From an optimization exercise on the open Yosys and OpenROAD flow, aimed at small area, a short achievable clock period and few clock cycles; shortcuts taken in it are not production practice. At most, simulation tests tie the RTL to the original design; equivalence was not proved. The RTL of runs 1 and 2 was laid out without a check of its function.

[design.v]
`timescale 1ns / 1ns
module HLSM34 (Clk, Rst, Start, Done, a, b, c, d, zero, z);
	input Clk, Rst, Start;
	output reg Done;
	input [63:0] a;
	input [63:0] b;
	input [63:0] c;
	input [63:0] d;
	input [63:0] zero;
	output [63:0] z;
	localparam M  = 7;               
	localparam QW = 64 + 2*M;        
	localparam CW = 3;  
	localparam SW = 4;     
	reg          busy;               
	reg          ph;                 
	reg          first;              
	reg          okr;                
	reg [CW-1:0] cnt;                
	reg [SW-1:0] shr;                
	reg [66:0]   ws, wc;             
	reg [63:0]   B;                  
	reg [QW-1:0] Q;                  
	assign z = Q[63:0];
	reg [63:0] Bn;
	reg [5:0]  s;
	integer l;
	always @(*) begin
		Bn = B;
		for (l = 5; l >= 0; l = l - 1) begin
			s[l] = ~|(Bn >> (64 - (1 << l)));
			if (s[l]) Bn = Bn << (1 << l);
		end
	end
	wire [6:0]    nmin = ({1'b0, s} + 7'd3) >> 1;                 
	wire [CW-1:0] cf   = (nmin + M - 1) / M;               
	wire [7:0]    shf  = 2 * M * cf - 2 - s;
	wire [CW-1:0] cur  = first ? cf - 1'b1 : cnt;
	wire [SW-1:0] shc  = first ? shf[SW-1:0] : shr;
	wire          last = (cur == 0);
	reg lt2;
	integer k;
	always @(*) begin
		lt2 = 1'b0;
		for (k = 0; k < 64; k = k + 1)
			lt2 = (B[k] & wc[k]) | (B[k] & lt2) | (wc[k] & lt2);
	end
	wire okc = lt2;
	reg [7:0] tzm;                           
	integer kz;
	always @(*) begin
		tzm[0] = ~B[0];
		for (kz = 1; kz < 8; kz = kz + 1) tzm[kz] = tzm[kz-1] & ~B[kz];
	end
	wire tzok = ~|((ws[7:0] ^ ~wc[7:0]) & tzm);
	wire ok  = first ? okc : okr;
	wire [68:0] D1 = {3'b000, Bn, 2'b00};     
	wire [68:0] D2 = {2'b00, Bn, 3'b000};     
	wire [2:0]  dh = Bn[62:60];
	wire [66:0] rs [0:M];
	wire [66:0] rc [0:M];
	wire [2*M-1:0] P, N;
	assign rs[0] = ws;
	assign rc[0] = wc;
	genvar i;
	generate
		for (i = 0; i < M; i = i + 1) begin : stage
			wire        inj = (i == 0) & first & ~ph;
			wire [68:0] ys = {rs[i], inj, 1'b0};
			wire [68:0] yc = {rc[i], inj, 1'b0};
			wire signed [6:0] est = ys[68:62] + yc[68:62];
			reg signed [6:0] m2, mn1;
			always @(*) begin
				case (dh)
					3'd0: begin m2 = 12; mn1 = -13; end
					3'd1: begin m2 = 14; mn1 = -15; end
					3'd2: begin m2 = 15; mn1 = -16; end
					3'd3: begin m2 = 16; mn1 = -17; end
					3'd4: begin m2 = 18; mn1 = -19; end
					3'd5: begin m2 = 20; mn1 = -20; end
					3'd6: begin m2 = 20; mn1 = -21; end
					default: begin m2 = 22; mn1 = -23; end
				endcase
			end
			wire g2  = est >= m2;
			wire g1  = dh[2] ? (est >= 6) : (est >= 4);
			wire g0  = dh[2] ? (est >= -8) : (est >= -5);
			wire gn1 = est >= mn1;
			wire pos = g1;                   
			wire neg = ~g0;                  
			wire two = g2 | ~gn1;            
			wire one = (g1 & ~g2) | (gn1 & ~g0);
			wire [68:0] mq = ({69{one}} & D1) | ({69{two}} & D2);
			wire [68:0] t  = mq ^ {69{pos}};
			wire [66:2] sm, cr;
			csa65 u_csa (.x(ys[66:2]), .y(yc[66:2]), .t(t[66:2]), .s(sm), .c(cr));
			assign rs[i+1] = {sm, t[1:0]};
			assign rc[i+1] = {cr[65:2], inj, 1'b0, pos};
			assign P[2*(M-1-i) +: 2] = {pos & two, pos & one};
			assign N[2*(M-1-i) +: 2] = {neg & two, neg & one};
		end
	endgenerate
	wire [66:0] fs = rs[M];
	wire [66:0] fc = rc[M];
	wire [66:0] fg = fs & fc;
	wire [66:0] fp = fs | fc;
	wire [66:0] fx = fs ^ fc;
	reg  [65:0] G, Pp, Gn, Pn;
	integer lv, jj;
	always @(*) begin
		G = fg[65:0]; Pp = fp[65:0];
		for (lv = 0; lv < 7; lv = lv + 1) begin
			Gn = G; Pn = Pp;
			for (jj = 0; jj < 66; jj = jj + 1)
				if (jj >= (1 << lv)) begin
					Gn[jj] = G[jj] | (Pp[jj] & G[jj - (1 << lv)]);
					Pn[jj] = Pp[jj] & Pp[jj - (1 << lv)];
				end
			G = Gn; Pp = Pn;
		end
	end
	wire        wneg  = fx[66] ^ G[65];
	wire        wzero = ~|(fx ^ {fp[65:0], 1'b0});
	wire          corr = last & wneg;
	wire [M-1:0] dnz, dng;                   
	genvar di;
	generate
		for (di = 0; di < M; di = di + 1) begin : dig
			assign dnz[di] = |P[2*(M-1-di) +: 2] | |N[2*(M-1-di) +: 2];
			assign dng[di] = |N[2*(M-1-di) +: 2];
		end
	endgenerate
	reg [M:0]     bw;                        
	reg [M-1:0]   hv, hs;                    
	reg [2*M-1:0] V;
	integer kk;
	always @(*) begin
		hv[M-1] = 1'b0; hs[M-1] = 1'b0;
		hv[M-2] = 1'b0; hs[M-2] = 1'b0;
		for (kk = M - 3; kk >= 0; kk = kk - 1) begin
			hv[kk] = hv[kk+1] | dnz[kk+1];
			hs[kk] = dnz[kk+1] ? dng[kk+1] : hs[kk+1];
		end
		bw[M]   = corr;
		bw[M-1] = corr;
		bw[M-2] = dnz[M-1] ? dng[M-1] : corr;
		for (kk = M - 3; kk >= 0; kk = kk - 1)
			bw[kk] = hv[kk] ? hs[kk] : bw[M-2];
		for (kk = 0; kk < M; kk = kk + 1)
			V[2*(M-1-kk) +: 2] = P[2*(M-1-kk) +: 2] - N[2*(M-1-kk) +: 2] - bw[kk];
	end
	wire vneg = dnz[0] ? dng[0] : bw[0];
	localparam HW = QW - 2*M;
	wire [HW-1:0] Qb = Q[HW-1:0] & {HW{~first}};
	reg  [HW:0]   az;                        
	integer jz;
	always @(*) begin
		az[0] = 1'b1;
		for (jz = 0; jz < HW; jz = jz + 1)
			az[jz+1] = az[jz] & ~Qb[jz];
	end
	wire [HW-1:0] Qh = Qb ^ ({HW{vneg}} & az[HW-1:0]);
	wire [QW-1:0] Qn = {Qh, V};
	wire [SW-1:0] sa = last ? shc : {SW{1'b0}};
	wire [QW-1:0] Qr = Qn >> sa;
	wire [QW-1:0] Qs = {Qn[QW-1:64], Qr[63:0]};
	wire [2*M-1:0] lowmask = ~({2*M{1'b1}} << shc);
	wire          lowz = ~|(V & lowmask);
	wire          eq  = wzero & lowz & ok & ~Qh[HW-1];    
	wire skip = first & ~ph & ~(okc & tzok);  
	wire tocd = ~ph & (skip | (last & ~eq));
	wire early = (|zero[63:60]) & ~(|b[63:60]);
	wire [7:0] s_c, s_i, s_r;
	genvar gi;
	generate
		for (gi = 0; gi < 8; gi = gi + 1) begin : ldsel
			ld_sel u_ld (.zhi(zero[63:60]), .bhi(b[63:60]), .busy(busy), .tocd(tocd),
				.sc(s_c[gi]), .si(s_i[gi]), .sr(s_r[gi]));
		end
	endgenerate
	wire [66:0] wsc, wsi, wsr;                
	wire [63:0] bsc, bsi, bsr;                
	generate
		for (gi = 0; gi < 67; gi = gi + 1) begin : wsel
			assign wsc[gi] = s_c[gi / 17];
			assign wsi[gi] = s_i[gi / 17];
			assign wsr[gi] = s_r[gi / 17];
		end
		for (gi = 0; gi < 64; gi = gi + 1) begin : bsel
			assign bsc[gi] = s_c[4 + gi / 16];
			assign bsi[gi] = s_i[4 + gi / 16];
			assign bsr[gi] = s_r[4 + gi / 16];
		end
	endgenerate
	always @(posedge Clk) begin
		Q <= Qs;
		ws <= (wsc & {3'b000, c}) | (wsi & {3'b000, a}) | (wsr & rs[M]);
		wc <= (wsi & {3'b111, ~zero}) | (wsr & rc[M]);
		B  <= (bsc & d) | (bsi & b) | (bsr & Bn);
		first <= !busy || tocd;
		cnt   <= cur - 1'b1;
		shr   <= shc;
		okr   <= ok;
	end
	always @(posedge Clk) begin
		if (Rst) begin
			busy <= 0; ph <= 0; Done <= 0;
		end else begin
			Done <= 0;
			if (!busy) begin
				if (Start) begin busy <= 1; ph <= early; end
			end else if (tocd) begin
				ph <= 1;
			end else if (last) begin
				busy <= 0; Done <= 1;
			end
		end
	end
endmodule
module csa65 (x, y, t, s, c);
	input  [64:0] x, y, t;
	output [64:0] s, c;
	assign s = x ^ y ^ t;
	assign c = (x & y) | (x & t) | (y & t);
endmodule
module ld_sel (zhi, bhi, busy, tocd, sc, si, sr);
	input  [3:0] zhi, bhi;
	input        busy, tocd;
	output       sc, si, sr;
	wire early = (|zhi) & ~(|bhi);
	assign sc = busy ? tocd : early;
	assign si = ~busy & ~early;
	assign sr = busy & ~tocd;
endmodule
[flow/run.sh]
#!/bin/bash
# Layout flow: the standard flow, except that synthesis
#  - maps the logic with an area-oriented ABC script (flow/abc_area.script)
#    instead of ORFS's delay-oriented one, and
#  - extracts only full adders (extract_fa -fa); half adders are left to ABC;
# everything else in synthesis (registers included) is unchanged.  In the
# layout the port buffers are buf_1 cells, and repair_timing works on every
# path with less than 238.7 ns of setup slack at the design's 300 ns clock
# (the paths from the inputs and to the outputs, which set the achieved
# period), not only on failing ones.  Each step's full output goes to its own
# log file in this folder.
set -euo pipefail
rm -rf scripts
mkdir scripts
cp -r "$FLOW_HOME/scripts/." scripts/
cp flow/abc_area.script scripts/abc_speed.script
sed -i 's/extract_fa {\*}\[dont_use_extract_fa_args\]/extract_fa -fa/' scripts/synth.tcl
grep -q '^ *extract_fa -fa$' scripts/synth.tcl
bash standard.sh SCRIPTS_DIR="$PWD/scripts" synth > synth.log 2>&1
bash standard.sh "BUFFER_PORTS_ARGS=-buffer_cell sky130_fd_sc_hd__buf_1" SETUP_SLACK_MARGIN=238.7 finish > layout.log 2>&1
[flow/abc_area.script]
&get -n
&st
&dch
&nf -a
&put
topo
dnsize -c
&get -n
&st
&dch
&nf -a
&put
topo
dnsize -c
[standard.sh]
#!/bin/bash
# synth_recipe.tcl (not shown) runs the flow's synth.tcl, then flattens the netlist and writes it again
# the make line also repeats each setting of config.mk as NAME=value (left out here)
make -C /OpenROAD-flow-scripts/flow DESIGN_CONFIG=/design/flow/config.mk WORK_HOME=/design/flow/orfs CLKGATE_MAP_FILE= SYNTH_SCRIPT=/design/flow/synth_recipe.tcl "${@:-finish}"
[config.mk]
export PLATFORM = sky130hd
export DESIGN_NAME = HLSM34
export DESIGN_NICKNAME = HLSM34
export VERILOG_FILES = /design/flow/design.v
export SDC_FILE = /design/flow/constraint.sdc
export NUM_CORES = 8
export LEC_CHECK = 0
export CAP_MARGIN = 10
export CORE_MARGIN = 2
export CORE_UTILIZATION = 60
export CTS_CLUSTER_DIAMETER = 100
export CTS_CLUSTER_SIZE = 24
export PLACE_DENSITY = 0.75
export SETUP_SLACK_MARGIN = 5
export SLEW_MARGIN = 10
export SYNTH_HIERARCHICAL = 1
export SYNTH_MINIMUM_KEEP_SIZE = 0
[constraint.sdc]
create_clock -name core_clock -period 300.0 [get_ports {Clk}]
set_input_delay 60.0000 -clock core_clock [delete_from_list [all_inputs] [get_ports {Clk}]]
set_output_delay 60.0000 -clock core_clock [all_outputs]
set_load 0.01 [all_outputs]
==> impl_metrics.prom, run 1 <==
# TYPE chip_impl_metric gauge
chip_impl_info{name="status",value="timing/DRC/antenna clean"} 1
chip_impl_metric{name="placement.setup.worst_slack",unit="ns"} 237.83
chip_impl_metric{name="dieArea",unit="um2"} 64510
chip_impl_info{name="worst_setup_path_start_kind",value="input port"} 1
chip_impl_metric{name="required",unit="ns"} 300.46
chip_impl_metric{name="fraction_of_synthesized_area_in_multiplexers",unit="%"} 6.753
chip_impl_metric{name="min_period",unit="ns"} 61.26
chip_impl_metric{name="final_core_utilization",unit="%"} 68.80
chip_impl_info{name="critPathKind",value="input port to register"} 1
chip_impl_info{name="cts_tree",value="yes"} 1
chip_impl_metric{name="cp_data_arrival_time",unit="ns"} 61.72
chip_impl_metric{name="final_nets",unit=""} 5650
chip_impl_metric{name="finalHoldViolCount",unit=""} 0
chip_impl_metric{name="slowest_delay",unit="ns"} 0.66
chip_impl_info{name="clk_root_buffer_cell",value="sky130_fd_sc_hd__clkbuf_16"} 1
chip_impl_metric{name="final-max-slew-violation-count",unit=""} 0
chip_impl_metric{name="design.core.area",unit="um2"} 61710
chip_impl_info{name="yosysTopAreaCell",value="sky130_fd_sc_hd__fa_1"} 1
chip_impl_metric{name="worst_skew_pair.late_latency",unit="ns"} 0.59
chip_impl_info{name="setup_repair_after_global_routing_missed_its_margin",value="no"} 1
chip_impl_metric{name="cts_max_level",unit=""} 1
chip_impl_info{name="worst_hold_path_type",value="register to register"} 1
chip_impl_info{name="kind_of_capture_point_of_the_worst_setup_path",value="register"} 1
chip_impl_info{name="synth-main-ff-cell",value="sky130_fd_sc_hd__dfxtp_1"} 1
chip_impl_metric{name="synth_compound_area_share",unit="%"} 25.14
chip_impl_metric{name="final.period_utilization",unit="%"} 20.42
chip_impl_metric{name="detailed_routing_iterations_pass_1",unit=""} 12
chip_impl_metric{name="sinks_on_clock_net",unit=""} 274
chip_impl_metric{name="tritoncts.num_buffers",unit=""} 20
chip_impl_metric{name="synth_edf_count",unit=""} 0
chip_impl_metric{name="layout-area-overhead-vs-synth",unit="%"} 13.22
chip_impl_metric{name="achievable-frequency",unit="MHz"} 16.32
chip_impl_metric{name="vias",unit=""} 40427
chip_impl_metric{name="fin_skew",unit="ns"} 0.02576
chip_impl_metric{name="place_congestion",unit=""} 1.053
chip_impl_metric{name="row_count",unit=""} 91
chip_impl_metric{name="yosys.area_share.xor_xnor",unit="%"} 15.02
chip_impl_metric{name="die-height",unit="um"} 254.0
chip_impl_metric{name="cts.path.max_buffers",unit=""} 3
chip_impl_metric{name="place_hpwl",unit="mm"} 116.3
chip_impl_metric{name="detailed_route_wire_length",unit="mm"} 155.8
chip_impl_metric{name="drc",unit=""} 0
chip_impl_metric{name="fp.dieW",unit="um"} 254.0
chip_impl_metric{name="synth.cell_area",unit="um2"} 37500
chip_impl_metric{name="initial_core_utilization",unit="%"} 60.76
chip_impl_metric{name="final.fill_count",unit=""} 5282
chip_impl_metric{name="report.final.setup_viol",unit=""} 0
chip_impl_info{name="synth.top_cells.by_area",value="sky130_fd_sc_hd__fa_1 25%, sky130_fd_sc_hd__dfxtp_1 15%, sky130_fd_sc_hd__xnor2_1 12%"} 1
chip_impl_metric{name="grt_pass1_vias",unit=""} 38573
chip_impl_metric{name="io_buffers",unit=""} 387
chip_impl_metric{name="groute.usage.overall",unit="%"} 47.58
chip_impl_metric{name="syn-mean-instance-area",unit="um2"} 8.733
chip_impl_metric{name="antenna_violating_nets_post_route",unit=""} 0
chip_impl_info{name="dominant_combinational_cell_family_by_area_after_synthesis",value="adder cells"} 1
chip_impl_metric{name="max_slew.worst_pin.slew",unit="ns"} 1.202
chip_impl_info{name="crit_path_top_delay_cell",value="sky130_fd_sc_hd__or4_4"} 1
chip_impl_metric{name="max_cap_viol_count",unit=""} 0
chip_impl_metric{name="drive_above_1_share",unit="%"} 5.609
chip_impl_metric{name="antenna_found_initial",unit=""} 4
chip_impl_metric{name="synth_sequential_area_ratio",unit="%"} 14.63
chip_impl_metric{name="worstPathMaxFanout",unit=""} 10
chip_impl_metric{name="clkTransAtPathRegs",unit="ns"} 0.09
chip_impl_metric{name="drtIter0Drc",unit=""} 6306
chip_impl_info{name="timing.critical_path.cells",value="buf_4 > or4_4 > a31o_2 > a222oi_1 > clkinv_1"} 1
chip_impl_metric{name="global_route_wire_length_before_repair",unit="mm"} 233.8
chip_impl_metric{name="async_flop_share",unit="%"} 0
chip_impl_info{name="synthMostInstantiatedCell",value="sky130_fd_sc_hd__xnor2_1"} 1
chip_impl_info{name="top_cells_by_count_synth",value="509 x sky130_fd_sc_hd__xnor2_1, 491 x sky130_fd_sc_hd__o22ai_1, 470 x sky130_fd_sc_hd__fa_1"} 1
chip_impl_metric{name="maximum_number_of_pins_on_one_net_before_global_route_repair",unit=""} 99
chip_impl_metric{name="syn-instance-count",unit=""} 4294
chip_impl_metric{name="yosys_register_bits",unit=""} 274
chip_impl_metric{name="synthSimpleGateAreaFrac",unit="%"} 12.15
chip_impl_metric{name="timing.slew.headroom",unit="%"} 19.35
chip_impl_metric{name="synth_adder_area_share",unit="%"} 25.23
chip_impl_metric{name="overflow",unit=""} 0
chip_impl_metric{name="routedWlPerCell",unit="um"} 27.31
chip_impl_metric{name="vias_per_cell",unit=""} 7.086
chip_impl_metric{name="synth_warnings",unit=""} 7
chip_impl_metric{name="setup_tns",unit="ns"} 0
chip_impl_metric{name="yosys.area.top_type_share",unit="%"} 25.09
chip_impl_metric{name="io_pins",unit=""} 388
chip_impl_metric{name="setup_ws",unit="ns"} 238.74
chip_impl_metric{name="synthDistinctLibCells",unit=""} 64
==> final timing paths <==
check / endpoint / from / slack [ns] / cells past startpoint
worst max-delay path: ws[6]$_DFF_P_ / zero[63] / 238.74 / 5
worst min-delay path: okr$_DFF_P_ / okr$_DFF_P_ / 0.49 / 2
worst max register to register: ws[0]$_DFF_P_ / B[41]$_DFF_P_ / 252.51 / 168
worst min register to register: okr$_DFF_P_ / okr$_DFF_P_ / 0.49 / 2
==> routing by layer <==
layer	part of all wire, %	global-route usage (%)	vias up
li1	-	-	17157
met5	0.016	0	-
met3	15	16.00	715
met4	7.4	28.54	4
met1	36	61.19	19338
met2	42	69.26	3213
==> state kept, by name, indices dropped and copies added (netlist names) <==
signal / flops
first: 1
okr: 1
ph: 1
cnt: 3
shr: 4
ws: 67
Q: 64
busy: 1
B: 64
Done: 1
wc: 67
==> Yosys stat by module, one instance, submodules excluded <==
module | flops+latches | cells | copies in the design | area, um2
HLSM34 | 274 | 3783 | 1 | 28060
csa65 | 0 | 65 | 7 | 1301
ld_sel | 0 | 7 | 8 | 41.29
==> cells by family (layout without fill, tap and decap cells) <==
logic type | Yosys count | after routing
AO/OA/AOI/OAI | 1509 | 1513
XOR/XNOR | 643 | 643
adder cells (fa/ha/maj) | 475 | 475
buffers and inverters | 108 | 667
flip-flops | 274 | 274
multiplexers | 249 | 249
other | 1 | 12
AND/OR/NAND/NOR | 1035 | 1035
==> through the flow <==
stage / hold WS (ns) / instances / cell area, um2
floorplan: 0.4273 / 4304 / 37750
global placement: 0.4413 / 5658 / 41510
detailed placement: 0.4566 / 5658 / 41510
CTS: 0.4782 / 5696 / 42350
global route: 0.5226 / 5704 / 42450
finish: 0.4872 / 5705 / 42460
==> repair_timing <==
| action | in CTS | in global routing |
|---|---|---|
| hold buffers | 0 | 0 |
| gates cloned | 0 | 4 |
| gates resized for setup | 11 | 20 |
| pin swaps | 4 | 8 |
| setup buffers | 6 | 4 |
| setup endpoints to repair | 132 | 111 |
==> layout by cell type, fill, tap and decap left out, types with 32 or more instances in the layout <==
| master | count |
|---|---|
| sky130_fd_sc_hd__xnor2_1 | 509 |
| sky130_fd_sc_hd__o22ai_1 | 491 |
| sky130_fd_sc_hd__fa_1 | 470 |
| sky130_fd_sc_hd__nand2_1 | 418 |
| sky130_fd_sc_hd__buf_1 | 379 |
| sky130_fd_sc_hd__o21ai_0 | 340 |
| sky130_fd_sc_hd__nor2_1 | 299 |
| sky130_fd_sc_hd__dfxtp_1 | 274 |
| sky130_fd_sc_hd__a21oi_1 | 227 |
| sky130_fd_sc_hd__mux2i_1 | 195 |
| sky130_fd_sc_hd__buf_4 | 140 |
| sky130_fd_sc_hd__xor2_1 | 134 |
| sky130_fd_sc_hd__clkinv_1 | 101 |
| sky130_fd_sc_hd__a22oi_1 | 89 |
| sky130_fd_sc_hd__a222oi_1 | 80 |
| sky130_fd_sc_hd__nand3_1 | 61 |
| sky130_fd_sc_hd__a31oi_1 | 59 |
| sky130_fd_sc_hd__nor2b_1 | 53 |
| sky130_fd_sc_hd__o21ai_1 | 41 |
| sky130_fd_sc_hd__nor3_1 | 34 |
| sky130_fd_sc_hd__and2_0 | 32 |
| sky130_fd_sc_hd__mux2_1 | 32 |
==> cell type report <==
cell class | instances | area, um2 | area share (%)
clock buffer | 21 | 525.5 | 1.238
inverter | 108 | 425.4 | 1.002
antenna | 1 | 2.502 | 0.005894
timing repair buffer | 527 | 2559 | 6.027
sequential | 274 | 5485 | 12.92
multi-input combinational | 3926 | 32220 | 75.89
tap | 837 | 1047 | 2.467
clock inverter | 11 | 191.4 | 0.4509
==> critical path: cells and delay by family <==
family	cells	cell delay (ns)
and+or+nand+nor	1	0.66
buffers and inverters	2	0.28
AOI/OAI and AO/OA	2	0.76
==> run 2, diff against run 1 <==
--- a/design.v
+++ b/design.v
@@ -8,10 +8,10 @@
 	input [63:0] d;
 	input [63:0] zero;
 	output [63:0] z;
-	localparam M  = 7;               
+	localparam M  = 9;               
 	localparam QW = 64 + 2*M;        
 	localparam CW = 3;  
-	localparam SW = 4;     
+	localparam SW = 5;     
 	reg          busy;               
 	reg          ph;                 
 	reg          first;              
==> run 2 against run 1 <==
Now fails the layout checks on max-capacitance violations, max-slew violations. Setup slack improved by 0.0070 ns. Non-clock buffer count grew 1. Global-route usage up 1.2 points. Highest routed layer unchanged.
==> impl_metrics.prom, run 2 <==
# TYPE chip_impl_metric gauge
chip_impl_metric{name="final.fill_count",unit=""} 6278
chip_impl_metric{name="place_congestion",unit=""} 1.045
chip_impl_info{name="violatedChecks",value="max-capacitance violations, max-slew violations"} 1
chip_impl_metric{name="clkTransAtPathRegs",unit="ns"} 0.10
chip_impl_metric{name="grt_pass1_vias",unit=""} 43474
chip_impl_metric{name="report.final.setup_viol",unit=""} 0
chip_impl_metric{name="drive_above_1_share",unit="%"} 4.749
chip_impl_metric{name="async_flop_share",unit="%"} 0
chip_impl_metric{name="synth.cell_area",unit="um2"} 43740
chip_impl_metric{name="fin_skew",unit="ns"} 0.03047
chip_impl_metric{name="yosys.area.top_type_share",unit="%"} 27.64
chip_impl_metric{name="worstPathMaxFanout",unit=""} 17
chip_impl_metric{name="routedWlPerCell",unit="um"} 28.82
chip_impl_metric{name="initial_core_utilization",unit="%"} 60.26
chip_impl_metric{name="worst_skew_pair.late_latency",unit="ns"} 0.60
chip_impl_info{name="synthMostInstantiatedCell",value="sky130_fd_sc_hd__xnor2_1"} 1
chip_impl_metric{name="finalHoldViolCount",unit=""} 0
chip_impl_metric{name="tritoncts.num_buffers",unit=""} 20
chip_impl_metric{name="io_pins",unit=""} 388
chip_impl_metric{name="final-max-slew-violation-count",unit=""} 5
chip_impl_metric{name="required",unit="ns"} 300.48
chip_impl_metric{name="antenna_violating_nets_post_route",unit=""} 0
chip_impl_metric{name="vias_per_cell",unit=""} 7.191
chip_impl_metric{name="max_slew.worst_pin.slew",unit="ns"} 1.740
chip_impl_info{name="synth-main-ff-cell",value="sky130_fd_sc_hd__dfxtp_1"} 1
chip_impl_metric{name="place_hpwl",unit="mm"} 141.8
chip_impl_info{name="critPathKind",value="input port to register"} 1
chip_impl_metric{name="setup_tns",unit="ns"} 0
chip_impl_metric{name="design.core.area",unit="um2"} 72590
chip_impl_metric{name="placement.setup.worst_slack",unit="ns"} 237.63
chip_impl_info{name="top_cells_by_count_synth",value="643 x sky130_fd_sc_hd__xnor2_1, 609 x sky130_fd_sc_hd__o22ai_1, 604 x sky130_fd_sc_hd__fa_1"} 1
chip_impl_metric{name="slowest_delay",unit="ns"} 0.68
chip_impl_metric{name="synthDistinctLibCells",unit=""} 67
chip_impl_metric{name="final.period_utilization",unit="%"} 20.42
chip_impl_metric{name="row_count",unit=""} 99
chip_impl_metric{name="min_period",unit="ns"} 61.26
chip_impl_metric{name="detailed_route_wire_length",unit="mm"} 187.6
chip_impl_metric{name="yosys_register_bits",unit=""} 275
chip_impl_metric{name="drtIter0Drc",unit=""} 7426
chip_impl_info{name="cts_tree",value="yes"} 1
chip_impl_metric{name="cp_data_arrival_time",unit="ns"} 61.74
chip_impl_metric{name="synth_sequential_area_ratio",unit="%"} 12.59
chip_impl_info{name="most_common_library_cell_in_the_layout_ignoring_fill_and_taps",value="sky130_fd_sc_hd__xnor2_1"} 1
chip_impl_metric{name="cts_max_level",unit=""} 1
chip_impl_metric{name="drc",unit=""} 0
chip_impl_metric{name="overflow",unit=""} 0
chip_impl_info{name="largest_registers",value="wc x67, ws x67"} 1
chip_impl_metric{name="io_buffers",unit=""} 387
chip_impl_metric{name="global_route_wire_length_before_repair",unit="mm"} 276.1
chip_impl_metric{name="vias",unit=""} 46801
chip_impl_metric{name="synth_edf_count",unit=""} 0
chip_impl_info{name="crit_path_top_delay_cell",value="sky130_fd_sc_hd__or4_4"} 1
chip_impl_metric{name="max_cap_viol_count",unit=""} 1
chip_impl_info{name="worst_hold_path_type",value="register to register"} 1
chip_impl_metric{name="syn-mean-instance-area",unit="um2"} 8.821
chip_impl_info{name="clk_root_buffer_cell",value="sky130_fd_sc_hd__clkbuf_16"} 1
chip_impl_info{name="timing.critical_path.cells",value="buf_2 > or4_4 > a31o_4 > a222oi_1 > clkinv_1"} 1
chip_impl_metric{name="die-height",unit="um"} 274.0
chip_impl_info{name="most-common-layout-cells",value="643 x sky130_fd_sc_hd__xnor2_1, 609 x sky130_fd_sc_hd__o22ai_1, 604 x sky130_fd_sc_hd__fa_1"} 1
chip_impl_metric{name="synth_warnings",unit=""} 7
chip_impl_metric{name="fp.dieW",unit="um"} 274.0
chip_impl_metric{name="achievable-frequency",unit="MHz"} 16.33
chip_impl_metric{name="sinks_on_clock_net",unit=""} 275
chip_impl_info{name="synth.top_cells.by_area",value="sky130_fd_sc_hd__fa_1 28%, sky130_fd_sc_hd__xnor2_1 13%, sky130_fd_sc_hd__dfxtp_1 13%"} 1
chip_impl_metric{name="cts.path.max_buffers",unit=""} 3
chip_impl_info{name="worst_setup_path_start_kind",value="input port"} 1
chip_impl_metric{name="finalInstanceArea",unit="um2"} 48920
chip_impl_metric{name="final_nets",unit=""} 6452
chip_impl_metric{name="syn-instance-count",unit=""} 4959
chip_impl_info{name="kind_of_capture_point_of_the_worst_setup_path",value="register"} 1
chip_impl_info{name="status",value="failed layout checks"} 1
chip_impl_info{name="yosysTopAreaCell",value="sky130_fd_sc_hd__fa_1"} 1
chip_impl_metric{name="detailed_routing_iterations_pass_1",unit=""} 10
chip_impl_metric{name="layout-area-overhead-vs-synth",unit="%"} 11.84
chip_impl_metric{name="groute.usage.overall",unit="%"} 48.73
chip_impl_metric{name="dpl-instance-area",unit="um2"} 47950
chip_impl_info{name="setup_repair_after_global_routing_missed_its_margin",value="no"} 1
chip_impl_metric{name="dieArea",unit="um2"} 75080
chip_impl_metric{name="maximum_number_of_pins_on_one_net_before_global_route_repair",unit=""} 78
chip_impl_metric{name="setup_ws",unit="ns"} 238.74
chip_impl_metric{name="timing.slew.headroom",unit="%"} -16.88
chip_impl_metric{name="antenna_found_initial",unit=""} 19
-- run 2: cell count changes after synthesis, moves of 44 or more --
cell | previous run | this run
sky130_fd_sc_hd__fa_1 | 470 | 604
sky130_fd_sc_hd__xnor2_1 | 509 | 643
sky130_fd_sc_hd__o22ai_1 | 491 | 609
sky130_fd_sc_hd__o21ai_0 | 381 | 437
sky130_fd_sc_hd__nor2_1 | 309 | 359
sky130_fd_sc_hd__mux2i_1 | 217 | 261
-- run 2: per-stage QoR --
step / util, % / std cells / hold slack, ns
after floorplan: - / 4973 / 0.4542
after global placement: 66.06 / 6450 / 0.4662
after detailed placement: 66.06 / 6450 / 0.4902
after CTS: 67.31 / 6495 / 0.5061
after global routing: 67.40 / 6507 / 0.5398
final: 67.40 / 6508 / 0.5064
-- run 2: timing repair --
action | 4_1_cts | 5_1_grt
setup endpoints to repair | 179 | 201
gates cloned | 0 | 2
hold buffers | 0 | 0
setup buffers | 10 | 0
pin swaps | 6 | 2
gates resized for setup | 19 | 6
-- run 2: cell type report --
cell class | instances | area, um2 | area share (%)
Multi-Input combinational cell | 4585 | 38440 | 78.56
Sequential cell | 275 | 5507 | 11.26
Timing Repair Buffer | 528 | 2579 | 5.271
Tap cell | 959 | 1200 | 2.453
Clock buffer | 23 | 533.0 | 1.089
Inverter | 115 | 456.7 | 0.9335
Clock inverter | 12 | 186.4 | 0.3811
Antenna cell | 11 | 27.53 | 0.05626
-- run 2: cells by family (layout without fill, tap and decap cells) --
family / count (synthesis) / count (layout) / share of synthesized area, %
AOI/OAI and AO/OA: 1722 / 1724 / 24.46
and+or+nand+nor: 1160 / 1160 / 11.71
xor gates and xnor gates: 782 / 782 / 15.66
adders and majority gates: 612 / 612 / 27.82
muxes: 292 / 292 / 6.770
DFF: 275 / 275 / 12.59
buffers and inverters: 115 / 678 / 0.9868
other: 1 / 26 / 0.008573
-- run 2: critical path: cells and delay by family --
kind | cells | cell delay [ns]
AND/OR/NAND/NOR | 1 | 0.68
AO/OA/AOI/OAI | 2 | 0.68
buffers and inverters | 2 | 0.37
-- run 2: worst paths after layout --
kind	start	to	slack, ns	cells past startpoint
setup reg to reg	B[57]$_DFF_P_	ws[52]$_DFF_P_	241.07	185
setup / recovery	zero[61]	ws[17]$_DFF_P_	238.74	5
hold reg to reg	cnt[2]$_DFF_P_	cnt[2]$_DFF_P_	0.51	2
hold / removal	cnt[2]$_DFF_P_	cnt[2]$_DFF_P_	0.51	2
-- run 2: Yosys stat by module, one instance, submodules excluded --
module	flops+latches	cell area, um2	copies in the design	cells
HLSM34	275	31700	1	4318
ld_sel	0	41.29	8	7
csa65	0	1301	9	65
-- run 2: metal layers --
metal,routed length [um],vias to the layer above,GRT usage (%)
met3,26710,809,16.22
met2,78640,3786,71.41
met1,67740,22557,62.36
li1,-,19635,-
met5,90,-,0
met4,14390,14,29.45
==> run 3, diff against run 2 <==
--- a/design.v
+++ b/design.v
@@ -8,10 +8,10 @@
 	input [63:0] d;
 	input [63:0] zero;
 	output [63:0] z;
-	localparam M  = 9;               
+	localparam M  = 8;               
 	localparam QW = 64 + 2*M;        
 	localparam CW = 3;  
-	localparam SW = 5;     
+	localparam SW = 4;     
 	reg          busy;               
 	reg          ph;                 
 	reg          first;              
--- a/flow/run.sh
+++ b/flow/run.sh
@@ -5,7 +5,7 @@
 #  - extracts only full adders (extract_fa -fa); half adders are left to ABC;
 # everything else in synthesis (registers included) is unchanged.  In the
 # layout the port buffers are buf_1 cells, and repair_timing works on every
-# path with less than 238.7 ns of setup slack at the design's 300 ns clock
+# path with less than 239.2 ns of setup slack at the design's 300 ns clock
 # (the paths from the inputs and to the outputs, which set the achieved
 # period), not only on failing ones.  Each step's full output goes to its own
 # log file in this folder.
@@ -17,4 +17,4 @@
 sed -i 's/extract_fa {\*}\[dont_use_extract_fa_args\]/extract_fa -fa/' scripts/synth.tcl
 grep -q '^ *extract_fa -fa$' scripts/synth.tcl
 bash standard.sh SCRIPTS_DIR="$PWD/scripts" synth > synth.log 2>&1
-bash standard.sh "BUFFER_PORTS_ARGS=-buffer_cell sky130_fd_sc_hd__buf_1" SETUP_SLACK_MARGIN=238.7 finish > layout.log 2>&1
+bash standard.sh "BUFFER_PORTS_ARGS=-buffer_cell sky130_fd_sc_hd__buf_1" SETUP_SLACK_MARGIN=239.2 finish > layout.log 2>&1
==> flow/abc_area.script (replaced) <==
&get -n
&st
&dch
&nf -a
&put
buffer -c
topo
stime -c
upsize -c
dnsize -c
&get -n
&st
&dch
&nf -a
&put
buffer -c
topo
stime -c
upsize -c
dnsize -c
&get -n
&st
&dch
&nf -a
&put
buffer -c
topo
stime -c
upsize -c
dnsize -c
==> run 3 against run 2 <==
The run now finishes clean. Non-clock buffer count is 83 higher. Clock skew decreased by 0.0056 ns. Sequential share of layout area increased by 0.44 points. Global-route usage fell by 1.0 points. Final cell count is 4.7% lower. First-iteration DRC count shrank 3.4%. Core utilization is 2.1 points higher. Worst hold slack better by 0.028 ns. Sequential cell count fell by 1. Routed wire length decreased by 6.7%. Critical path depth shrank 4. Critical path type is now register to output port. Highest routed layer unchanged.
==> impl_metrics.prom, run 3 <==
# TYPE chip_impl_metric gauge
chip_impl_info{name="status",value="timing/DRC/antenna clean"} 1
chip_impl_metric{name="worst-path-buf-inv",unit=""} 1
chip_impl_metric{name="global_route_wire_length_before_repair",unit="mm"} 259.4
chip_impl_info{name="synth.top_cells.by_area",value="sky130_fd_sc_hd__fa_1 26%, sky130_fd_sc_hd__dfxtp_1 13%, sky130_fd_sc_hd__o22ai_1 8.4%"} 1
chip_impl_info{name="clk_root_buffer_cell",value="sky130_fd_sc_hd__clkbuf_16"} 1
chip_impl_metric{name="worst_skew_pair.late_latency",unit="ns"} 0.61
chip_impl_metric{name="worstPathMaxFanout",unit=""} 2
chip_impl_metric{name="synth_warnings",unit=""} 7
chip_impl_info{name="timing.critical_path.cells",value="buf_6"} 1
chip_impl_info{name="worst_hold_path_type",value="register to register"} 1
chip_impl_metric{name="clkTransAtPathRegs",unit="ns"} 0.10
chip_impl_metric{name="sequential_cell_area",unit="um2"} 5583
chip_impl_metric{name="maximum_number_of_pins_on_one_net_before_global_route_repair",unit=""} 87
chip_impl_metric{name="die-height",unit="um"} 267.8
chip_impl_metric{name="sinks_on_clock_net",unit=""} 274
chip_impl_metric{name="synth_sequential_area_ratio",unit="%"} 13.14
chip_impl_metric{name="final.period_utilization",unit="%"} 20.37
chip_impl_metric{name="finalInstanceArea",unit="um2"} 47730
chip_impl_metric{name="final.fill_count",unit=""} 5654
chip_impl_metric{name="post-place-cells",unit=""} 6053
chip_impl_metric{name="yosys_register_bits",unit=""} 274
chip_impl_metric{name="yosys.area.top_type_share",unit="%"} 25.71
chip_impl_metric{name="groute.usage.overall",unit="%"} 47.70
chip_impl_metric{name="report.final.setup_viol",unit=""} 0
chip_impl_metric{name="tritoncts.num_buffers",unit=""} 22
chip_impl_metric{name="synthDistinctLibCells",unit=""} 96
chip_impl_metric{name="final-max-slew-violation-count",unit=""} 0
chip_impl_metric{name="final_core_utilization",unit="%"} 69.47
chip_impl_metric{name="detailed_route_wire_length",unit="mm"} 175.0
chip_impl_metric{name="synth.cell_area",unit="um2"} 41740
chip_impl_metric{name="drc",unit=""} 0
chip_impl_metric{name="finalHoldViolCount",unit=""} 0
chip_impl_info{name="top_cells_by_count_synth",value="560 x sky130_fd_sc_hd__o22ai_1, 536 x sky130_fd_sc_hd__fa_1, 485 x sky130_fd_sc_hd__nand2_1"} 1
chip_impl_metric{name="fin_skew",unit="ns"} 0.02484
chip_impl_metric{name="io_pins",unit=""} 388
chip_impl_info{name="synthMostInstantiatedCell",value="sky130_fd_sc_hd__o22ai_1"} 1
chip_impl_metric{name="dieArea",unit="um2"} 71690
chip_impl_info{name="synth-main-ff-cell",value="sky130_fd_sc_hd__dfxtp_1"} 1
chip_impl_metric{name="layout-area-overhead-vs-synth",unit="%"} 14.36
chip_impl_metric{name="max_cap_viol_count",unit=""} 0
chip_impl_metric{name="antenna_violating_nets_post_route",unit=""} 0
chip_impl_metric{name="drtIter0Drc",unit=""} 7174
chip_impl_metric{name="setup_tns",unit="ns"} 0
chip_impl_metric{name="cts_max_level",unit=""} 1
chip_impl_metric{name="row_count",unit=""} 96
chip_impl_metric{name="cts-hold-fix-buffers",unit=""} 0
chip_impl_metric{name="grt_pass1_vias",unit=""} 42314
chip_impl_info{name="kind_of_capture_point_of_the_worst_setup_path",value="output port"} 1
chip_impl_metric{name="achievable-frequency",unit="MHz"} 16.36
chip_impl_metric{name="slowest_delay",unit="ns"} 0.38
chip_impl_metric{name="antenna_found_initial",unit=""} 5
chip_impl_metric{name="min_period",unit="ns"} 61.11
chip_impl_metric{name="syn-mean-instance-area",unit="um2"} 8.345
chip_impl_metric{name="stdcell_count",unit=""} 6202
chip_impl_info{name="most_common_library_cell_in_the_layout_ignoring_fill_and_taps",value="sky130_fd_sc_hd__o22ai_1"} 1
chip_impl_metric{name="vias",unit=""} 44102
chip_impl_metric{name="required",unit="ns"} 240.00
chip_impl_metric{name="design.core.area",unit="um2"} 68710
chip_impl_metric{name="max_slew.worst_pin.slew",unit="ns"} 1.321
chip_impl_metric{name="final_nets",unit=""} 6113
chip_impl_metric{name="multi_input_comb_area",unit="um2"} 35520
chip_impl_metric{name="place_congestion",unit=""} 1.042
chip_impl_metric{name="io_buffers",unit=""} 387
chip_impl_metric{name="place_hpwl",unit="mm"} 124.9
chip_impl_metric{name="cp_data_arrival_time",unit="ns"} 1.11
chip_impl_metric{name="cts.path.max_buffers",unit=""} 3
chip_impl_info{name="yosysTopAreaCell",value="sky130_fd_sc_hd__fa_1"} 1
chip_impl_metric{name="drive_above_1_share",unit="%"} 12.98
chip_impl_metric{name="syn-instance-count",unit=""} 5002
chip_impl_metric{name="fp.dieW",unit="um"} 267.8
chip_impl_info{name="worst_path_dominant_cell_family",value="flip-flops"} 1
chip_impl_info{name="largest_registers",value="wc x67, ws x67"} 1
chip_impl_metric{name="overflow",unit=""} 0
chip_impl_info{name="setup_repair_after_global_routing_missed_its_margin",value="yes"} 1
chip_impl_info{name="cts_tree",value="yes"} 1
chip_impl_metric{name="synth_edf_count",unit=""} 0
chip_impl_info{name="critPathKind",value="register to output port"} 1
chip_impl_metric{name="async_flop_share",unit="%"} 0
chip_impl_metric{name="detailed_routing_iterations_pass_1",unit=""} 9
chip_impl_metric{name="vias_per_cell",unit=""} 7.111
chip_impl_metric{name="routedWlPerCell",unit="um"} 28.21
chip_impl_info{name="most-common-layout-cells",value="560 x sky130_fd_sc_hd__o22ai_1, 536 x sky130_fd_sc_hd__fa_1, 477 x sky130_fd_sc_hd__nand2_1"} 1
chip_impl_metric{name="initial_core_utilization",unit="%"} 60.75
chip_impl_metric{name="timing.slew.headroom",unit="%"} 11.95
chip_impl_info{name="worst_setup_path_start_kind",value="register"} 1
chip_impl_info{name="crit_path_top_delay_cell",value="sky130_fd_sc_hd__dfxtp_4"} 1
chip_impl_metric{name="dpl-instance-area",unit="um2"} 44100
## run 3: final timing paths
| check | start | to | cells after the start | slack, ns |
|---|---|---|---|---|
| worst max-delay path | Q[6]$_DFF_P_ | z[6] | 1 | 238.89 |
| worst max register to register | B[49]$_DFF_P_ | ws[39]$_DFF_P_ | 175 | 248.19 |
| worst min register to register | ph$_SDFFE_PP0P_ | ph$_SDFFE_PP0P_ | 2 | 0.53 |
| worst min-delay path | ph$_SDFFE_PP0P_ | ph$_SDFFE_PP0P_ | 2 | 0.53 |
## run 3: layout make-up
type                            count  share of cell area (%)
Antenna cell                        2                 0.01049
Clock buffer                       25                   1.222
Clock inverter                     14                  0.4928
Inverter                          117                   1.012
Multi-Input combinational cell   4223                   74.42
Sequential cell                   274                   11.70
Tap cell                          931                   2.440
Timing Repair Buffer              611                   8.585
Timing Repair inverter              5                  0.1180
## run 3: cell families after synthesis
kind of cell	count (synthesis)	share of synthesized area (%)
AND/OR/NAND/NOR	1139	12.19
XOR/XNOR	689	14.46
buffers and inverters	527	4.799
multiplexers	215	5.195
other	1	0.008984
AO/OA/AOI/OAI	1615	24.36
flip-flops	274	13.14
adder cells (fa/ha/maj)	542	25.85
## run 3: per-stage QoR
stage | hold WS, ns | setup WS (ns)
floorplan | 0.4456 | 238.55
global route | 0.5592 | 238.89
finish | 0.5348 | 238.89
detailed placement | 0.5201 | 237.48
CTS | 0.5343 | 238.89
global placement | 0.5052 | 237.64
## run 3: repair_timing
| item | CTS | global route |
|---|---|---|
| gates resized for setup | 393 | 139 |
| pin swaps | 59 | 59 |
| setup buffers | 56 | 29 |
| cloned | 19 | 4 |
| setup endpoints to repair | 260 | 257 |
## run 3: Yosys stat by module (local to each module, per instance)
module,times used,cells inside,area [um2]
HLSM34,1,4426,30970
ld_sel,8,7,45.04
csa65,8,65,1301
## run 3: metal layers
layer / global-route usage, % / vias to the layer above / part of all wire [%]
met5: 0 / - / 0.043
met4: 27.99 / 8 / 7.2
met3: 17.29 / 813 / 15
met2: 68.59 / 3866 / 41
met1: 61.65 / 20955 / 36
li1: - / 18460 / -
Testbench counts of run 3, summed over its fixed seeds: cycles 33,977.
==> run 4, diff against run 3 <==
--- a/flow/run.sh
+++ b/flow/run.sh
@@ -5,7 +5,7 @@
 #  - extracts only full adders (extract_fa -fa); half adders are left to ABC;
 # everything else in synthesis (registers included) is unchanged.  In the
 # layout the port buffers are buf_1 cells, and repair_timing works on every
-# path with less than 239.2 ns of setup slack at the design's 300 ns clock
+# path with less than 238.8 ns of setup slack at the design's 300 ns clock
 # (the paths from the inputs and to the outputs, which set the achieved
 # period), not only on failing ones.  Each step's full output goes to its own
 # log file in this folder.
@@ -17,4 +17,4 @@
 sed -i 's/extract_fa {\*}\[dont_use_extract_fa_args\]/extract_fa -fa/' scripts/synth.tcl
 grep -q '^ *extract_fa -fa$' scripts/synth.tcl
 bash standard.sh SCRIPTS_DIR="$PWD/scripts" synth > synth.log 2>&1
-bash standard.sh "BUFFER_PORTS_ARGS=-buffer_cell sky130_fd_sc_hd__buf_1" SETUP_SLACK_MARGIN=239.2 finish > layout.log 2>&1
+bash standard.sh "BUFFER_PORTS_ARGS=-buffer_cell sky130_fd_sc_hd__buf_1" SETUP_SLACK_MARGIN=238.8 finish > layout.log 2>&1
==> flow/abc_area.script (replaced) <==
&get -n
&st
&dch
&nf -a
&put
topo
dnsize -c
&get -n
&st
&dch
&nf -a
&put
topo
dnsize -c
==> run 4 against run 3 <==
Non-clock buffer count down 107. Clock-buffer cell count is 6 lower. Register-to-register slack got worse by 4.4 ns. Design area is 6.2% lower. Routed wire length fell by 6.5%. First-iteration DRC count shrank 4.3%. Fmax shrank 0.19%.
==> impl_metrics.prom, run 4 <==
# TYPE chip_impl_metric gauge
chip_impl_info{name="status",value="timing/DRC/antenna clean"} 1
chip_impl_info{name="clk_root_buffer_cell",value="sky130_fd_sc_hd__clkbuf_16"} 1
chip_impl_info{name="cp-startpoint",value="b[60]"} 1
chip_impl_info{name="yosysTopAreaCell",value="sky130_fd_sc_hd__fa_1"} 1
chip_impl_metric{name="worst_hold_path.num_cells",unit=""} 2
chip_impl_info{name="worst_path_most_repeated_cell",value="sky130_fd_sc_hd__buf_4"} 1
chip_impl_metric{name="rr_worst_depth",unit=""} 173
chip_impl_info{name="crit_path_top_delay_cell",value="sky130_fd_sc_hd__nor4_2"} 1
chip_impl_metric{name="max_slew.worst_pin.slew",unit="ns"} 1.362
chip_impl_metric{name="cts_max_level",unit=""} 1
chip_impl_metric{name="routedWlPerCell",unit="um"} 27.17
chip_impl_metric{name="dieArea",unit="um2"} 68690
chip_impl_metric{name="synthDistinctLibCells",unit=""} 60
chip_impl_metric{name="final-max-slew-violation-count",unit=""} 0
chip_impl_metric{name="detailed_route_wire_length",unit="mm"} 163.6
chip_impl_metric{name="globalRouteMet2Util",unit="%"} 67.84
chip_impl_metric{name="place_hpwl",unit="mm"} 120.6
chip_impl_metric{name="sequential_cell_area",unit="um2"} 5494
chip_impl_metric{name="drc",unit=""} 0
chip_impl_metric{name="final_nets",unit=""} 6000
chip_impl_metric{name="io_buffers",unit=""} 387
chip_impl_metric{name="synth_warnings",unit=""} 7
chip_impl_info{name="worst_setup_path_start_kind",value="input port"} 1
chip_impl_metric{name="yosys.area.top_type_share",unit="%"} 26.85
chip_impl_info{name="top_cells_by_count_synth",value="545 x sky130_fd_sc_hd__o22ai_1, 536 x sky130_fd_sc_hd__fa_1, 502 x sky130_fd_sc_hd__xnor2_1"} 1
chip_impl_metric{name="yosys_register_bits",unit=""} 274
chip_impl_metric{name="die-height",unit="um"} 262.1
chip_impl_metric{name="achievable-frequency",unit="MHz"} 16.33
chip_impl_metric{name="report.final.setup_viol",unit=""} 0
chip_impl_metric{name="synth_sequential_area_ratio",unit="%"} 13.73
chip_impl_metric{name="cp_data_arrival_time",unit="ns"} 61.67
chip_impl_metric{name="multi_input_comb_area",unit="um2"} 34690
chip_impl_metric{name="antenna_violating_nets_post_route",unit=""} 0
chip_impl_metric{name="placement.setup.worst_slack",unit="ns"} 237.68
chip_impl_info{name="timing.hold.worst.start",value="okr$_DFF_P_"} 1
chip_impl_metric{name="antenna_found_initial",unit=""} 7
chip_impl_metric{name="slowest_delay",unit="ns"} 0.33
chip_impl_metric{name="worstPathMaxFanout",unit=""} 17
chip_impl_metric{name="hold_slack",unit="ns"} 0.5015
chip_impl_info{name="reg2reg_to",value="ws[4]$_DFF_P_"} 1
chip_impl_metric{name="finalInstanceArea",unit="um2"} 44760
chip_impl_metric{name="layout-area-overhead-vs-synth",unit="%"} 11.99
chip_impl_metric{name="vias_per_cell",unit=""} 7.071
chip_impl_metric{name="required",unit="ns"} 300.44
chip_impl_metric{name="dpl-instance-area",unit="um2"} 43780
chip_impl_metric{name="drtIter0Drc",unit=""} 6866
chip_impl_metric{name="drive_above_1_share",unit="%"} 4.623
chip_impl_metric{name="row_count",unit=""} 94
chip_impl_metric{name="io_pins",unit=""} 388
chip_impl_info{name="worst_hold_path_type",value="register to register"} 1
chip_impl_metric{name="global_route_wire_length_before_repair",unit="mm"} 239.7
chip_impl_metric{name="final.period_utilization",unit="%"} 20.41
chip_impl_metric{name="tritoncts.num_buffers",unit=""} 18
chip_impl_metric{name="vias",unit=""} 42570
chip_impl_metric{name="sinks_on_clock_net",unit=""} 274
chip_impl_metric{name="overflow",unit=""} 0
chip_impl_metric{name="groute.usage.overall",unit="%"} 45.99
chip_impl_metric{name="setup_tns",unit="ns"} 0
chip_impl_info{name="synth.top_cells.by_area",value="sky130_fd_sc_hd__fa_1 27%, sky130_fd_sc_hd__dfxtp_1 14%, sky130_fd_sc_hd__xnor2_1 11%"} 1
chip_impl_info{name="most-common-layout-cells",value="545 x sky130_fd_sc_hd__o22ai_1, 536 x sky130_fd_sc_hd__fa_1, 502 x sky130_fd_sc_hd__xnor2_1"} 1
chip_impl_info{name="globalRoute.busiestLayer",value="met2"} 1
chip_impl_metric{name="cts.path.max_buffers",unit=""} 3
chip_impl_metric{name="synth.cell_area",unit="um2"} 39960
chip_impl_metric{name="met3_usage_in_global_routing",unit="%"} 13.68
chip_impl_info{name="timing.hold.worst_endpoint",value="okr$_DFF_P_"} 1
chip_impl_metric{name="clkTransAtPathRegs",unit="ns"} 0.09
chip_impl_metric{name="syn-instance-count",unit=""} 4600
chip_impl_info{name="cts_tree",value="yes"} 1
chip_impl_info{name="timing.critical_path.cells",value="buf_2 > nor4_2 > buf_4 > a21oi_4 > buf_4 > a222oi_1 > clkinv_1"} 1
chip_impl_metric{name="global_route_met1_usage",unit="%"} 60.15
chip_impl_metric{name="min_period",unit="ns"} 61.22
chip_impl_metric{name="finalHoldViolCount",unit=""} 0
chip_impl_info{name="most_common_library_cell_in_the_layout_ignoring_fill_and_taps",value="sky130_fd_sc_hd__o22ai_1"} 1
chip_impl_metric{name="place_congestion",unit=""} 1.065
chip_impl_metric{name="design.core.area",unit="um2"} 65860
chip_impl_metric{name="detailed_routing_iterations_pass_1",unit=""} 10
chip_impl_metric{name="initial_core_utilization",unit="%"} 60.68
chip_impl_metric{name="syn-mean-instance-area",unit="um2"} 8.688
chip_impl_info{name="largest_registers",value="wc x67, ws x67"} 1
chip_impl_info{name="critical_path.reg2reg.startpoint",value="B[52]$_DFF_P_"} 1
chip_impl_metric{name="synth_edf_count",unit=""} 0
chip_impl_info{name="setup_repair_after_global_routing_missed_its_margin",value="yes"} 1
chip_impl_info{name="critPathKind",value="input port to register"} 1
chip_impl_metric{name="maximum_number_of_pins_on_one_net_before_global_route_repair",unit=""} 103
chip_impl_info{name="synthMostInstantiatedCell",value="sky130_fd_sc_hd__o22ai_1"} 1
chip_impl_metric{name="fp.dieW",unit="um"} 262.1
chip_impl_metric{name="timing.slew.headroom",unit="%"} 6.865
chip_impl_metric{name="fin_skew",unit="ns"} 0.02646
chip_impl_metric{name="max_cap_viol_count",unit=""} 0
chip_impl_metric{name="worst_skew_pair.late_latency",unit="ns"} 0.58
chip_impl_metric{name="final.fill_count",unit=""} 5690
chip_impl_metric{name="setup_ws",unit="ns"} 238.78
chip_impl_info{name="kind_of_capture_point_of_the_worst_setup_path",value="register"} 1
chip_impl_metric{name="grt_pass1_vias",unit=""} 39543
chip_impl_info{name="synth-main-ff-cell",value="sky130_fd_sc_hd__dfxtp_1"} 1
chip_impl_metric{name="ff2ff_setup_slack",unit="ns"} 243.74
chip_impl_metric{name="async_flop_share",unit="%"} 0
run 4: layer usage:
metal  wire (um)  up-vias  share of wire [%]
met5          12        -             0.0073
met2       69070     3465                 42
met1       59740    20281                 37
li1            -    18184                  -
met4       11520        2                7.0
met3       23250      638                 14
run 4: worst max path at each step:
stage / to / slack [ns] / depth (start not counted)
after floorplan: wc[27]$_DFF_P_ / 238.67 / 4
after global placement: B[33]$_DFF_P_ / 237.76 / 5
after detailed placement: B[41]$_DFF_P_ / 237.68 / 5
after CTS: B[35]$_DFF_P_ / 238.79 / 6
after global routing: ws[26]$_DFF_P_ / 238.73 / 7
final: ws[33]$_DFF_P_ / 238.78 / 7
run 4: Yosys stat by module (local to each module, per instance):
module  cells inside  times used  flip-flops and latches
HLSM34          4024           1                     274
csa65             65           8                       0
ld_sel             7           8                       0
run 4: timing repair:
action | CTS | global route
hold buffers | 0 | 0
setup buffers | 4 | 10
cloned | 1 | 5
resized for setup | 40 | 27
setup endpoints to repair | 196 | 79
pin swaps | 7 | 13
run 4: area by class of cell:
cell class                 instances  share of cell area, %
inverter                         107                 0.9505
clock buffer                      19                  1.062
tap                              864                  2.415
multi-input combinational       4236                  77.52
clock inverter                     8                 0.2740
antenna                            8                0.04473
sequential                       274                  12.28
timing repair buffer             504                  5.463
run 4: cell families (layout without fill, tap and decap cells):
logic type               after synthesis  after routing  synth area share [%]
multiplexers                         200            200                 5.188
XOR/XNOR                             697            697                 15.28
AO/OA/AOI/OAI                       1633           1638                 25.36
buffers and inverters                107            638                 1.005
AND/OR/NAND/NOR                     1148           1148                 12.48
flip-flops                           274            274                 13.73
adder cells (fa/ha/maj)              540            540                 26.95
other                                  1             21              0.009384
run 4: per-stage QoR:
| stage | util, % | std cells |
|---|---|---|
| floorplan | - | 4612 |
| global placement | 66.46 | 5965 |
| detailed placement | 66.46 | 5965 |
| CTS | 67.60 | 5997 |
| global route | 67.94 | 6016 |
| finish | 67.95 | 6020 |
run 4: critical path, delay by kind of cell:
family	cells	cell delay [ns]
AO/OA/AOI/OAI	2	0.40
buffers and inverters	4	0.91
AND/OR/NAND/NOR	1	0.33

-- what the ideal ports hide --
In the flow no input, the clock included, has a driving cell. The finished layouts below were timed again as built, in two steps.
Step 1: set_driving_cell puts a clkbuf_16 on Clk and a buf_2 on each other input, an assumption about the parent block.
Step 2 times the ports against the registers' clock, not the clock port: input delays grow and output delays shrink by t, the midpoint of the rising clock arrivals with the driver on.
Slacks: no drivers / after step 1 / after step 2; pairs: no drivers / after step 1.
run	t, ns	setup slack, ns	hold WS [ns]	worst register clock-pin slew, ns	worst data-port slew with drivers (ns)
run 1	0.638	238.737 / 238.719 / 238.142	0.487 / 0.487 / 0.487	0.10 / 0.10	0.06
run 2	0.655	238.744 / 238.735 / 238.127	0.506 / 0.506 / 0.506	0.10 / 0.10	0.19
run 3	0.665	238.891 / 238.822 / 238.193	0.535 / 0.535 / 0.535	0.10 / 0.10	0.24
run 4	0.629	238.776 / 238.771 / 238.188	0.501 / 0.501 / 0.501	0.10 / 0.10	0.09
For run 3, which loses most, drivers alone change the setup slack by -0.069 ns; drivers and shift together by -0.698 ns.
